This is an optimization exercise on Yosys and OpenROAD, whose aim is small area, not a production implementation. At most, simulation tests tie the RTL to the original design; equivalence was not proved. Only the layout flow was run in runs 2 and 3; the RTL was not checked for function there. Power is estimated from default activity; no workload was simulated.

--- flow/run.sh ---
#!/bin/bash
# The standard layout (standard.sh) with these changes:
#  - synthesis leaves half and full adder cells out, and abc maps the logic
#    for area (area.abc) instead of speed; registers are mapped as before,
#  - clock tree synthesis inserts no dummy loads.
# Each tool's output is in orfs/logs/...; make's own output in make_finish.log.
set -euo pipefail
HERE=$(pwd)
{ head -n 1 synth_recipe.tcl; cat flow/abc_area.tcl; tail -n +2 synth_recipe.tcl; } > flow_synth.tcl
cat > flow_config.mk <<EOM
include $HERE/config.mk
export DONT_USE_CELLS += sky130_fd_sc_hd__ha_1 sky130_fd_sc_hd__ha_2 sky130_fd_sc_hd__ha_4 sky130_fd_sc_hd__fa_1 sky130_fd_sc_hd__fa_2 sky130_fd_sc_hd__fa_4
export FLOW_ABC_SCRIPT = $HERE/flow/area.abc
export CTS_ARGS = -sink_clustering_enable -repair_clock_nets -dont_use_dummy_load
EOM
bash standard.sh DESIGN_CONFIG="$HERE/flow_config.mk" SYNTH_SCRIPT="$HERE/flow_synth.tcl" finish > make_finish.log 2>&1
--- flow/abc_area.tcl ---
# Map the logic for area: abc runs area.abc (beside this file) in place of the script the flow names.
proc abc {args} {
  set i [lsearch -exact $args -script]
  if { $i >= 0 } { lset args [expr { $i + 1 }] $::env(FLOW_ABC_SCRIPT) }
  yosys abc {*}$args
}
--- flow/area.abc ---
strash
dch -f
amap
topo
--- standard.sh ---
#!/bin/bash
# synth_recipe.tcl (not shown) runs the flow's synth.tcl, then flattens the netlist and writes it again
# the make line also repeats each setting of config.mk as NAME=value (left out here)
make -C /OpenROAD-flow-scripts/flow DESIGN_CONFIG=/design/flow/config.mk WORK_HOME=/design/flow/orfs CLKGATE_MAP_FILE= SYNTH_SCRIPT=/design/flow/synth_recipe.tcl "${@:-finish}"
--- config.mk ---
export PLATFORM = sky130hd
export DESIGN_NAME = rs232
export DESIGN_NICKNAME = rs232
export VERILOG_FILES = /design/flow/design.v
export SDC_FILE = /design/flow/constraint.sdc
export NUM_CORES = 4
export LEC_CHECK = 0
export CAP_MARGIN = 20
export CORE_MARGIN = 2
export CORE_UTILIZATION = 40
export SLEW_MARGIN = 20
--- constraint.sdc ---
create_clock -name core_clock -period 20.0 [get_ports {clk_i}]
set_input_delay 4.0000 -clock core_clock [delete_from_list [all_inputs] [get_ports {clk_i}]]
set_output_delay 4.0000 -clock core_clock [all_outputs]
set_load 0.01 [all_outputs]
--- design.v ---
`timescale 1ns / 1ps
module rs232(TXD_o, clk_i, rst_i, RXD_i);
	output TXD_o;
	input clk_i;
	input rst_i;
	input RXD_i;
	reg [3:0]  rs;
	reg [12:0] rcnt;
	reg [8:0]  sr;
	wire r_idle  = (rs == 4'd10) | (rs == 4'd11);
	wire r_start = (rs == 4'd15);
	wire r_data  = ~rs[3];
	wire r_last  = (rs == 4'd8);
	wire r_stop1 = (rs == 4'd9);
	wire r_hit   = (rcnt == 13'd4951);		 
	wire [3:0] lc = (r_data | r_last) ? rs : 4'd0;	 
	always @(posedge clk_i or posedge rst_i)
		if (rst_i)
			rs <= 4'd11;
		else if (r_idle)
			rs <= RXD_i ? 4'd11 : 4'd15;
		else if (r_stop1)
			rs <= 4'd10;
		else if (r_hit)
			rs <= (r_start & RXD_i) ? 4'd11 : rs + 4'd1;
	always @(posedge clk_i)
		if (r_idle)
			rcnt <= 13'd1449;
		else if (r_hit)
			rcnt <= 13'd0;
		else
			rcnt <= {~rcnt[11:0], rcnt[12] ^ rcnt[11]};
	wire s_carry = (rs == 4'd5) | ((rs == 4'd6) & ~sr[8]) | ((rs == 4'd7) & ~sr[8] & ~sr[7]);
	always @(posedge clk_i)
		if (r_data & r_hit)
			sr <= {RXD_i ^ s_carry, sr[8:1]};
	reg [3:0]  ts;
	reg [12:0] tcnt;
	reg        TXD_o;
	wire t_trig = r_stop1 | (rs == 4'd10);
	wire t_idle = (ts == 4'd9);
	wire t_run  = ~t_idle | t_trig;
	wire t_hit  = (tcnt == 13'd8019);		 
	wire [3:0] t_pos = {1'b0, ts[2:0]} + 4'd1 - lc;	 
	always @(posedge clk_i or posedge rst_i)
		if (rst_i)
			ts <= 4'd9;
		else if (t_idle) begin
			if (t_trig)
				ts <= 4'd15;
		end else if (t_hit)
			ts <= ts + 4'd1;
	always @(posedge clk_i or posedge rst_i)
		if (rst_i)
			tcnt[0] <= 1'b0;
		else if (t_run)
			tcnt[0] <= t_hit | (tcnt[12] ^ tcnt[11]);
	always @(posedge clk_i)
		if (t_run & ~t_hit)
			tcnt[12:1] <= ~tcnt[11:0];
		else
			tcnt[12:1] <= 12'd1365;
	always @(posedge clk_i or posedge rst_i)
		if (rst_i)
			TXD_o <= 1'b1;
		else if (t_hit)
			TXD_o <= ts[3] ? ~ts[0] : (t_pos[3] ? sr[8] : sr[t_pos[2:0]]);
endmodule
==> summary.txt, run 1 <==
Clock tree
  – Root Buffer: clkbuf_8
  – Post-CTS Setup Bufs: 0
  – Maximum buffer depth of the clock tree: 2
  – H-Tree Depth: 2
  – Worst-Skew Late Latency: 0.29 ns
  – Post-CTS sizing: 0
  – Num Clock Sinks: 44
  – Clock transition at path regs: around 0.08 ns
  – Hold buffers post-CTS: 0
  – CTS tree: built
  – CTS buffer count: 5

Die
  – Core Rows: 23
  – Chip Height: roughly 69 µm
  – Initial core utilization: 0.420
  – Full die area: 4770 µm²
  – Core ar.: 4030 µm²
  – Width of the die: 69.0 µm
  – Io pins: 4

Power
  – Leak: 0.712 nW
  – Switch share: 0.325
  – Net switching power: a little under 0.00008 W
  – Comb power frac: 0.282
  – Cell-internal power: 0.000160 W
  – Clock network fraction of design power: 0.207
  – Pwr per Cell Area: 128 nW/µm²
  – Power Total: 0.000237 W
  – Peak supply drop: 0.0825 mV
  – Sequential power share: 0.511

Setup path
  – Crit-path leading delay family: flip-flops
  – Required time of the critical path: 16.00 ns
  – Critical path peak fanout: 2
  – WP buf/inv: 1
  – CP peak stage delay: 0.53 ns
  – Critical Path Slowest Stage Cell: dfstp_2
  – Kind of critical path: flip-flop to output pin
  – Worst-path cell chain: clkdlybuf4s50_1
  – Arr. time, crit path: about 1.4 ns
  – Setup crit end kind: output pin
  – Startpoint Class: flip-flop

Timing
  – RSZ-0062 raised after global routing: no
  – Final Hold Viols: 0
  – Crit path time final: 5.35 ns
  – Post-route clock skew: 0.0101 ns
  – Setup violators final: 0
  – Maximum clock frequency: 187 MHz
  – Setup TNS: 0 ns
  – Slew @ Worst Pin: 0.749 ns
  – Slew margin rel.: 0.499
  – Period utilization: 0.268
  – Final Slew Violations: 0

Final layout
  – Syn-to-layout area delta: 9.54%
  – FF/Latch Area: 1030 µm²
  – Multi-input gate area: around 570 µm²
  – # diodes: 0
  – Share of layout cells above drive strength 1: 0.0585
  – Fin util: 0.460
  – Fin nets: 193
  – Fillers: 386

Placement
  – Port Buf Inserts: 3
  – Detailed placement HPWL: roughly 2.3 mm
  – GPL Wtd Cong: just under 0.8

Logic synthesis
  – Synth unique cells: 29
  – Cells after Synth: 180
  – Syn Nets: 183
  – Synth Warn #: 1
  – Syn Std Cell Area: about 1700 µm²
  – Sequential area share after synthesis: 0.608
  – Syn avg cell area: between 9 and 10 µm²
  – Synthesized flop and latch total: 44

Global routing
  – Congestion Overflow GR: 0
  – Antenna violations before repair: 0
  – First-pass GRT wire length: about 5.3 mm
  – Largest net degree at the start of global routing: 14
  – Number of global-route vias before repair: 1,205
  – Total track usage: 0.140

Route
  – DR WL/cell: 12.6 µm
  – Routed via count: 1,219
  – TritonRoute pass-1 iters: 6
  – Drt initial violations: 85
  – Post-route ant nets: 0
  – DRC viols: 0
  – Vias per inst: 5.12
  – Post-Route WL: approximately 3 mm

Run
  – Max cap viols: 0

Outcome
  – Status: no timing/DRC/antenna violations

Worst hold path
  – Hold Crit Class: flip-flop to flip-flop
==> worst reg2reg max path: stages, from the launching register on <==
cell,delay (ns)
dfstp_2,0.55
nor2_1,0.07
nand3_1,0.11
clkinv_1,0.09
nor2_1,0.13
nor2_1,0.07
nand2_1,0.11
o21ai_0,0.13
o21ai_0,0.33
clkinv_1,0.14
a221oi_1,0.24
o32ai_1,0.13
a221o_1,0.37
nand3_1,0.08
o21ai_0,0.09
==> cells in the mapped netlist, drive strengths merged <==
library cell / instances / share of area
nor2: 32 / 0.071
clkinv: 26 / 0.058
dfxtp: 25 / 0.30
nand2: 16 / 0.036
o21ai: 13 / 0.038
edfxtp: 9 / 0.16
a21oi: 7 / 0.021
nor3: 7 / 0.021
o22ai: 7 / 0.026
dfstp: 6 / 0.093
nand2b: 5 / 0.018
dfrtp: 4 / 0.059
a221oi: 2 / 0.010
a22o: 2 / 0.010
nand3: 2 / 0.0059
nand4b: 2 / 0.010
nor4: 2 / 0.0074
or2: 2 / 0.0074
a221o: 1 / 0.0059
a22oi: 1 / 0.0044
a31oi: 1 / 0.0037
nand4: 1 / 0.0037
nand4bb: 1 / 0.0067
o21a: 1 / 0.0044
o21bai: 1 / 0.0044
o22a: 1 / 0.0052
o31ai: 1 / 0.0044
o32ai: 1 / 0.0052
or3: 1 / 0.0037
==> final cells by class <==
type	count	area share
well taps	50	0.0338
flip-flops and latches	44	0.555
multi-input cells	110	0.305
clock buffers	5	0.0371
repair buffers	3	0.0162
inverters	26	0.0527
==> cell families (layout without fill, tap and decap cells) <==
kind of cell	Yosys count	in the layout	synth area share
and+or+nand+nor	71	71	0.191
DFF	44	44	0.608
AOI/OAI and AO/OA	39	39	0.144
buffers and inverters	26	34	0.0577
==> sequential cells by signal (all words and copies together), names as in the netlist <==
signal,cells
ts,4
tcnt,13
rcnt,13
TXD_o,1
rs,4
sr,9
==> layer usage <==
metal | share of wire | global-route usage
met1 | 0.43 | 0.150
met5 | 0 | 0
met3 | 0.030 | 0.0482
met4 | 0.017 | 0.0523
met2 | 0.52 | 0.251
==> power groups by stage <==
stage / Sequential, W / Clock, W / Combinational, W
detailed placement: 0.000123 / 0 / 0.0000667
floorplan: 0.000120 / 0 / 0.0000549
global placement: 0.000122 / 0 / 0.0000649
global route: 0.000124 / 0.0000544 / 0.0000784
CTS: 0.000121 / 0.0000505 / 0.0000674
finish: 0.000121 / 0.0000490 / 0.0000668
==> placed cells by master, fill, tap and decap left out, types with 3 or more instances in the layout <==
master | netlist | layout
a21oi_1 | 7 | 7
clkbuf_8 | 0 | 5
clkdlybuf4s50_1 | 0 | 3
clkinv_1 | 26 | 26
dfrtp_1 | 4 | 4
dfstp_2 | 6 | 6
dfxtp_1 | 25 | 25
edfxtp_1 | 9 | 9
nand2_1 | 16 | 16
nand2b_1 | 5 | 5
nor2_1 | 32 | 32
nor3_1 | 7 | 7
o21ai_0 | 13 | 13
o22ai_1 | 7 | 7
==> through the flow <==
| stage | area [µm²] | hold slack [ns] | std cells | worst slack [ns] |
|---|---|---|---|---|
| finish | 1850 | 0.386 | 238 | 14.65 |
| global route | 1850 | 0.406 | 238 | 14.61 |
| CTS | 1850 | 0.387 | 238 | 14.64 |
| detailed placement | 1780 | 0.370 | 233 | 14.85 |
| global placement | 1780 | 0.364 | 233 | 14.88 |
| floorplan | 1690 | 0.358 | 180 | 15.47 |
==> worst paths after layout <==
check,start,to,slack [ns],depth (start not counted)
worst min-delay path,rcnt[6],rcnt[7],0.39,1
worst max register to register,rs[1],TXD_o,17.29,14
worst max-delay path,TXD_o,TXD_o,14.65,1
max in group asynchronous,rst_i,ts[3],15.79,2
worst min register to register,rcnt[6],rcnt[7],0.39,1
min in group asynchronous,rst_i,tcnt[0],3.94,2
==> run 2, diff against run 1 <==
--- a/design.v
+++ b/design.v
@@ -37,3 +37,3 @@
 	reg [3:0]  ts;
-	reg [12:0] tcnt;
+	reg [12:0] tcnt;		 
 	reg        TXD_o;
@@ -41,4 +41,5 @@
 	wire t_idle = (ts == 4'd9);
-	wire t_run  = ~t_idle | t_trig;
-	wire t_hit  = (tcnt == 13'd8019);		 
+	wire t_idle0 = (ts == 4'd11);
+	wire t_hit  = (tcnt == 13'd4951);		 
+	wire t_step = t_idle ? t_trig : ~t_idle0 & ~t_hit;
 	wire [3:0] t_pos = {1'b0, ts[2:0]} + 4'd1 - lc;	 
@@ -46,4 +47,4 @@
 		if (rst_i)
-			ts <= 4'd9;
-		else if (t_idle) begin
+			ts <= 4'd11;
+		else if (t_idle | t_idle0) begin
 			if (t_trig)
@@ -52,12 +53,7 @@
 			ts <= ts + 4'd1;
-	always @(posedge clk_i or posedge rst_i)
-		if (rst_i)
-			tcnt[0] <= 1'b0;
-		else if (t_run)
-			tcnt[0] <= t_hit | (tcnt[12] ^ tcnt[11]);
 	always @(posedge clk_i)
-		if (t_run & ~t_hit)
-			tcnt[12:1] <= ~tcnt[11:0];
+		if (t_step)
+			tcnt <= {~tcnt[11:0], tcnt[12] ^ tcnt[11]};
 		else
-			tcnt[12:1] <= 12'd1365;
+			tcnt <= 13'd0;
 	always @(posedge clk_i or posedge rst_i)
--- a/flow/run.sh
+++ b/flow/run.sh
@@ -13,3 +13,4 @@
 export FLOW_ABC_SCRIPT = $HERE/flow/area.abc
-export CTS_ARGS = -sink_clustering_enable -repair_clock_nets -dont_use_dummy_load
+export CTS_ARGS = -sink_clustering_enable -repair_clock_nets -dont_use_dummy_load -buf_list sky130_fd_sc_hd__clkbuf_4 -root_buf sky130_fd_sc_hd__clkbuf_4
+export BUFFER_PORTS_ARGS = -buffer_cell sky130_fd_sc_hd__buf_1
 EOM
==> run 2 against run 1 <==
Effect of this change: critical endpoint unchanged; synthesized cell count unchanged; utilization decreased by 1.4 points; clock power down 27%; final cell count is the same; via count is 3.3% higher; wire length fell by 0.70%; still clean on timing, DRC and antenna; highest routed layer unchanged; sequential power about the same; die area decreased by 1.0%; fmax grew 6.7%.
==> summary.txt, run 2 <==
Outcome
  – Status: no timing/DRC/antenna violations

Timing
  – Period utilization: 0.251 (-0.0167)
  – Crit path time final: 5.02 ns (-0.334 ns)
  – Slew @ Worst Pin: 0.733 ns (-0.0159 ns)
  – RSZ-0062 raised after global routing: no
  – Final Slew Violations: 0 (unchanged)
  – Setup TNS: 0 ns (unchanged)
  – Slew margin rel.: 0.509 (+0.0106)
  – Final hold slack: 0.397 ns (+0.0107 ns)
  – Setup violators final: 0 (unchanged)
  – Maximum clock frequency: 199 MHz (+6.7%)
  – Post-route clock skew: 0.0261 ns (+0.0160 ns)
  – Final Hold Viols: 0 (unchanged)

Route
  – Vias per inst: 5.29 (+3.3%)
  – TritonRoute pass-1 iters: 4 (-2)
  – Post-Route WL: 2.98 mm (-0.70%)
  – DR WL/cell: 12.5 µm (-0.70%)
  – DRC viols: 0 (unchanged)
  – Routed via count: 1,259 (+3.3%)
  – Post-route ant nets: 0 (unchanged)
  – Drt initial violations: 75 (-12%)

Global routing
  – Congestion Overflow GR: 0 (unchanged)
  – Number of global-route vias before repair: 1,225 (+1.7%)
  – First-pass GRT wire length: 5.04 mm (-3.9%)
  – Largest net degree at the start of global routing: 15 (+1)
  – Total track usage: 0.151 (+0.0110)
  – Antenna violations before repair: 0 (unchanged)

Clock tree
  – Worst-Skew Late Latency: 0.35 ns (+0.06 ns)
  – Hold buffers post-CTS: 0 (unchanged)
  – Maximum buffer depth of the clock tree: 2 (unchanged)
  – H-Tree Depth: 2 (unchanged)
  – Clock transition at path regs: 0.12 ns (+0.04 ns)
  – Post-CTS Setup Bufs: 0 (unchanged)
  – CTS buffer count: 5 (unchanged)
  – CTS tree: built
  – Root Buffer: clkbuf_4
  – Post-CTS sizing: 0 (unchanged)
  – Num Clock Sinks: 44 (unchanged)

Die
  – Core ar.: 4000 µm² (-0.71%)
  – Chip Height: 68.7 µm (-0.52%)
  – Core Rows: 23 (unchanged)
  – Initial core utilization: 0.418 (-0.00167)
  – Full die area: 4720 µm² (-1.0%)
  – Width of the die: 68.7 µm (-0.52%)
  – Io pins: 4 (unchanged)

Power
  – Clock network fraction of design power: 0.159 (-0.048)
  – Cell-internal power: 0.000148 W (-7.2%)
  – Sequential power share: 0.545 (+0.034)
  – Net switching power: 0.0000777 W (+0.86%)
  – Leak: 0.657 nW (-7.7%)
  – Switch share: 0.344 (+0.0186)
  – Comb power frac: 0.297 (+0.015)
  – Peak supply drop: 0.0506 mV (-39%)
  – Pwr per Cell Area: 127 nW/µm² (-0.91%)

Logic synthesis
  – Synth unique cells: 29 (unchanged)
  – Ys flop type: dfxtp_1
  – Synthesized flop and latch total: 44 (unchanged)
  – Cell taking the most area after synthesis: dfxtp_1
  – Syn Std Cell Area: 1670 µm² (-1.1%)
  – Synth top area cells: dfxtp_1, edfxtp_1, dfstp_2
  – Top cells by count, synth: nor2_1, dfxtp_1, clkinv_1
  – Count leader, synth: nor2_1
  – Cells after Synth: 180 (unchanged)
  – Top cell type's share of synthesized area: 0.311 (+0.0153)
  – Synth Warn #: 1 (unchanged)
  – FFs w/ async S/R, synth: 0.205 (-0.0227)
  – Sequential area share after synthesis: 0.613 (+0.00458)
  – Syn Nets: 183 (unchanged)
  – Number of flops mapped to enable cells by yosys: 9 (unchanged)
  – Syn avg cell area: 9.29 µm² (-1.1%)

Placement
  – Port Buf Inserts: 3 (unchanged)
  – GPL Wtd Cong: 0.840 (+8.2%)
  – Detailed placement HPWL: 2.19 mm (-3.6%)
  – Dpl cells: 233 (unchanged)

Final layout
  – FF/Latch Area: 1020 µm² (-0.37%)
  – Fin nets: 193 (unchanged)
  – # diodes: 0 (unchanged)
  – Most frequent cells in the layout: nor2_1, dfxtp_1, clkinv_1
  – Most common cell after layout, fill and taps aside: nor2_1
  – Syn-to-layout area delta: 6.66%
  – Multi-input gate area: 569 µm² (+0.66%)
  – Non-filler cells in the finished layout: 238 (unchanged)
  – Top flop regs: rcnt x13, tcnt x13, sr x9
  – Fillers: 386 (unchanged)
  – Share of layout cells above drive strength 1: 0.0638 (+0.00532)

Setup path
  – Setup crit end kind: output pin
  – Critical path peak fanout: 2 (unchanged)
  – CP peak stage delay: 0.54 ns (about the same)
  – Kind of critical path: flip-flop to output pin
  – Required time of the critical path: 16.00 ns (about the same)
  – WP buf/inv: 1 (unchanged)
  – Arr. time, crit path: 1.02 ns (-0.33 ns)
  – Critical Path Slowest Stage Cell: dfstp_2
  – Worst-path cell chain: buf_1
  – Startpoint Class: flip-flop
  – Crit-path leading delay family: flip-flops

Run
  – Max cap viols: 0 (unchanged)

Worst hold path
  – Hold Crit Class: flip-flop to flip-flop
-- run 2: layer usage --
layer,track usage,share of wire
met3,0.0601,0.039
met5,0,0
met1,0.164,0.47
met4,0.0825,0.023
met2,0.249,0.46
-- run 2: per-stage QoR --
stage	util	total power, W	worst slack [ns]	area, µm²
floorplan	-	0.000176	15.47	1670
CTS	0.446	0.000228	14.95	1780
finish	0.446	0.000226	14.98	1780
global route	0.446	0.000244	14.92	1780
detailed placement	0.437	0.000191	15.30	1750
global placement	0.437	0.000187	15.34	1750
-- run 2: worst reg2reg max path: stages, from the launching register on --
cell	delay [ns]
dfstp_2	0.58
clkinv_1	0.13
nor2_1	0.15
clkinv_1	0.14
nor3_1	0.28
nor2_1	0.09
nor2_1	0.17
nor2_1	0.09
a21oi_1	0.38
clkinv_1	0.25
a22oi_1	0.23
o22ai_1	0.10
a21oi_1	0.15
o21ai_0	0.12
o221ai_1	0.16
o21ai_0	0.12
-- run 2: cells by family after synthesis --
| kind of cell | share of synthesized area |
|---|---|
| buf+inv | 0.0471 |
| compound gates | 0.153 |
| flops | 0.613 |
| simple gates | 0.188 |
-- run 2: cell type report --
class                      instances  share of cell area
multi-input combinational        115               0.319
inverter                          21              0.0442
clock buffer                       5              0.0210
tap                               50              0.0351
timing repair buffer               3             0.00631
sequential                        44               0.574
-- run 2: power groups by stage --
| stage | Clock, W | Combinational, W | Sequential [W] |
|---|---|---|---|
| after floorplan | 0 | 0.0000542 | 0.000121 |
| after global placement | 0 | 0.0000635 | 0.000123 |
| after detailed placement | 0 | 0.0000668 | 0.000124 |
| after CTS | 0.0000386 | 0.0000667 | 0.000123 |
| after global routing | 0.0000424 | 0.0000762 | 0.000125 |
| final | 0.0000359 | 0.0000670 | 0.000123 |
-- run 2: final timing paths --
kind / start / to / slack [ns] / cells after the start
worst max-delay path: TXD_o / TXD_o / 14.98 / 1
worst min-delay path: tcnt[9] / tcnt[10] / 0.40 / 1
worst max register to register: rs[3] / TXD_o / 16.77 / 15
worst min register to register: tcnt[9] / tcnt[10] / 0.40 / 1
max in group asynchronous: rst_i / ts[3] / 16.19 / 2
min in group asynchronous: rst_i / rs[2] / 3.53 / 2
==> run 3, diff against run 2 <==
--- a/flow/run.sh
+++ b/flow/run.sh
@@ -13,3 +13,3 @@
 export FLOW_ABC_SCRIPT = $HERE/flow/area.abc
-export CTS_ARGS = -sink_clustering_enable -repair_clock_nets -dont_use_dummy_load -buf_list sky130_fd_sc_hd__clkbuf_4 -root_buf sky130_fd_sc_hd__clkbuf_4
+export CTS_ARGS = -sink_clustering_enable -repair_clock_nets -dont_use_dummy_load -buf_list sky130_fd_sc_hd__clkbuf_2 -root_buf sky130_fd_sc_hd__clkbuf_4
 export BUFFER_PORTS_ARGS = -buffer_cell sky130_fd_sc_hd__buf_1
==> run 3 against run 2 <==
Effect of this change: utilization is the same; total power is the same; sequential power is essentially flat; worst setup slack is the same; non-clock buffer count is the same; register-to-register slack is essentially flat; critical path depth is the same; sequential cell count is the same; first-iteration DRC count is the same; clock skew is the same; wire length is the same; final cell count is the same; critical path type unchanged.
==> summary.txt, run 3 <==
Logic synthesis
  – Syn Nets: 183 (unchanged)
  – Synth Warn #: 1 (unchanged)
  – Largest family of logic cells by synthesized area: simple AND/OR/NAND/NOR gates
  – Ys flop type: dfxtp_1
  – Top cell type's share of synthesized area: 0.311 (unchanged)
  – Synthesized flop and latch total: 44 (unchanged)
  – Cell taking the most area after synthesis: dfxtp_1
  – Number of flops mapped to enable cells by yosys: 9 (unchanged)
  – Sequential area share after synthesis: 0.613 (unchanged)
  – Count leader, synth: nor2_1
  – Synth Area in Adders: 0 (unchanged)
  – Top cells by count, synth: nor2_1, dfxtp_1, clkinv_1
  – Fraction of synthesized area in multiplexers: 0 (unchanged)
  – Synth unique cells: 29 (unchanged)
  – Synth Area in XOR/XNOR: 0 (unchanged)
  – Area fraction in compound gates after synthesis: 0.153 (unchanged)
  – Syn avg cell area: 9.29 µm² (unchanged)
  – FFs w/ async S/R, synth: 0.205 (unchanged)
  – Syn Std Cell Area: 1670 µm² (unchanged)
  – Synth top area cells: dfxtp_1, edfxtp_1, dfstp_2
  – Synth Area in Simple Gates: 0.188 (unchanged)
  – Cells after Synth: 180 (unchanged)

Power
  – Comb power frac: 0.297 (about the same)
  – Peak supply drop: 0.0506 mV (unchanged)
  – Sequential power share: 0.545 (about the same)
  – Clock network fraction of design power: 0.159 (about the same)
  – Switch share: 0.344 (unchanged)
  – Net switching power: 0.0000777 W (unchanged)
  – Pwr per Cell Area: 127 nW/µm² (unchanged)
  – Leak: 0.657 nW (unchanged)
  – Cell-internal power: 0.000148 W (unchanged)

Global routing
  – First-pass GRT wire length: 5.04 mm (unchanged)
  – Antenna violations before repair: 0 (unchanged)
  – Total track usage: 0.151 (unchanged)
  – Largest net degree at the start of global routing: 15 (unchanged)
  – Congestion Overflow GR: 0 (unchanged)
  – Number of global-route vias before repair: 1,225 (unchanged)

Setup path
  – Setup crit end kind: output pin
  – Startpoint Class: flip-flop
  – Kind of critical path: flip-flop to output pin
  – Worst-path cell chain: buf_1
  – WP buf/inv: 1 (unchanged)
  – Crit-path leading delay family: flip-flops
  – CP peak stage delay: 0.54 ns (about the same)
  – Critical Path Slowest Stage Cell: dfstp_2
  – Reg2Reg Setup Slack: 16.77 ns (about the same)
  – Beginning of the worst register-to-register path: rs[3]
  – Arr. time, crit path: 1.02 ns (about the same)
  – Required time of the critical path: 16.00 ns (about the same)
  – R2R depth: 15 (unchanged)
  – Critical path peak fanout: 2 (unchanged)
  – R2r endpoint: TXD_o

Clock tree
  – Post-CTS Setup Bufs: 0 (unchanged)
  – H-Tree Depth: 2 (unchanged)
  – CTS tree: built
  – Num Clock Sinks: 44 (unchanged)
  – Worst-Skew Late Latency: 0.35 ns (about the same)
  – Maximum buffer depth of the clock tree: 2 (unchanged)
  – Root Buffer: clkbuf_4
  – CTS buffer count: 5 (unchanged)
  – Post-CTS sizing: 0 (unchanged)
  – Hold buffers post-CTS: 0 (unchanged)
  – Clock transition at path regs: 0.12 ns (about the same)

Timing
  – Setup violators final: 0 (unchanged)
  – Period utilization: 0.251 (unchanged)
  – Maximum clock frequency: 199 MHz (unchanged)
  – RSZ-0062 raised after global routing: no
  – Post-route clock skew: 0.0261 ns (unchanged)
  – Crit path time final: 5.02 ns (unchanged)
  – Slew margin rel.: 0.509 (unchanged)
  – Slew @ Worst Pin: 0.733 ns (unchanged)
  – Final Slew Violations: 0 (unchanged)
  – Setup TNS: 0 ns (unchanged)
  – Final Hold Viols: 0 (unchanged)

Final layout
  – Non-filler cells in the finished layout: 238 (unchanged)
  – FF/Latch Area: 1020 µm² (unchanged)
  – Fin util: 0.446 (unchanged)
  – Syn-to-layout area delta: 6.66% (unchanged)
  – Multi-input gate area: 569 µm² (unchanged)
  – Most frequent cells in the layout: nor2_1, dfxtp_1, clkinv_1
  – Fillers: 386 (unchanged)
  – Top flop regs: rcnt x13, tcnt x13, sr x9
  – Share of layout cells above drive strength 1: 0.0638 (unchanged)
  – # diodes: 0 (unchanged)
  – Fin nets: 193 (unchanged)
  – Most common cell after layout, fill and taps aside: nor2_1

Run
  – Max cap viols: 0 (unchanged)

Route
  – DR WL/cell: 12.5 µm (unchanged)
  – Met1 Wirelength: 1.41 mm (unchanged)
  – Met2 WL: 1.38 mm (unchanged)
  – Post-route ant nets: 0 (unchanged)
  – DRC viols: 0 (unchanged)
  – Drt initial violations: 75 (unchanged)
  – DR top layer: met4
  – Met3 wire length: 116 µm (unchanged)
  – TritonRoute pass-1 iters: 4 (unchanged)
  – Post-Route WL: 2.98 mm (unchanged)
  – Vias per inst: 5.29 (unchanged)
  – Routed via count: 1,259 (unchanged)

Die
  – Full die area: 4720 µm² (unchanged)
  – Core ar.: 4000 µm² (unchanged)
  – Core Rows: 23 (unchanged)
  – Chip Height: 68.7 µm (unchanged)
  – Width of the die: 68.7 µm (unchanged)
  – Io pins: 4 (unchanged)
  – Initial core utilization: 0.418 (unchanged)

Placement
  – Detailed placement HPWL: 2.19 mm (unchanged)
  – Port Buf Inserts: 3 (unchanged)
  – GPL Wtd Cong: 0.840 (unchanged)
  – Dpl cells: 233 (unchanged)

Worst hold path
  – Hold Crit Class: flip-flop to flip-flop
  – Hold_sp: tcnt[9]
  – Hold Crit Depth: 1 (unchanged)
  – Hold EP: tcnt[10]

Outcome
  – Status: no timing/DRC/antenna violations
-- run 3: cell counts in the layout (fill, tap and decap cells not counted) --
Identical to the previous run, type by type.
-- run 3: how the worst max path moves through the flow --
stage | from | to | slack, ns | depth (start not counted)
after CTS | TXD_o | TXD_o | 14.95 | 1
after floorplan | TXD_o | TXD_o | 15.47 | 0
after detailed placement | RXD_i | rs[0] | 15.30 | 4
after global routing | TXD_o | TXD_o | 14.92 | 1
after global placement | RXD_i | rs[1] | 15.34 | 4
final | TXD_o | TXD_o | 14.98 | 1
-- run 3: metrics by stage --
step           setup slack, ns  cell area (µm²)  total power, W  hold WS, ns
2_1_floorplan            15.47             1670        0.000176        0.353
3_3_place_gp             15.34             1750        0.000187        0.364
3_5_place_dp             15.30             1750        0.000191        0.374
4_1_cts                  14.95             1780        0.000228        0.401
5_1_grt                  14.92             1780        0.000244        0.401
6_report                 14.98             1780        0.000226        0.397
-- run 3: power by group through the flow --
stage | clock network, W | logic [W] | registers (W)
global route | 0.0000424 | 0.0000762 | 0.000125
detailed placement | 0 | 0.0000668 | 0.000124
finish | 0.0000359 | 0.0000670 | 0.000123
floorplan | 0 | 0.0000542 | 0.000121
CTS | 0.0000386 | 0.0000667 | 0.000123
global placement | 0 | 0.0000635 | 0.000123
-- run 3: layout make-up --
type	instances	share of cell area
flip-flops and latches	44	0.574
well taps	50	0.0351
multi-input cells	115	0.319
clock buffers	5	0.0210
inverters	21	0.0442
repair buffers	3	0.00631
-- run 3: routing by layer --
layer	track usage	vias to the layer above
li1	-	640
met1	0.164	596
met2	0.249	17
met3	0.0601	6
met4	0.0825	0
met5	0	-
-- run 3: cells by family after synthesis --
| kind of cell | count (synthesis) |
|---|---|
| AO/OA/AOI/OAI | 42 |
| buffers and inverters | 21 |
| AND/OR/NAND/NOR | 73 |
| flip-flops | 44 |

[port drivers added, routing unchanged]
Ports are ideal in the flow. The routed layouts listed here were re-timed in OpenROAD. Step 1 (the two cells are an assumption about what drives the block):
set clk [get_ports {clk_i}]
set_driving_cell -lib_cell sky130_fd_sc_hd__clkbuf_16 $clk
set_driving_cell -lib_cell sky130_fd_sc_hd__buf_2 [delete_from_list [all_inputs] $clk]
Step 2 moves the port delays by t, midway between the first and last clock arrival at a register: inputs arrive t later, outputs are due t later. That takes back most of the time a late clock gives input paths. a / b / c = ideal ports / drivers / drivers and shift; a / b = the first two.
run	t (ns)	setup slack, ns	worst data-port slew with drivers (ns)	cell pins on the clock port's net
run 1	0.312	14.650 / 14.624 / 14.829	0.03	1
run 2	0.360	14.984 / 14.958 / 15.303	0.03	1
run 3	0.360	14.984 / 14.958 / 15.303	0.03	1
After both steps setup and hold are still met in every run listed.
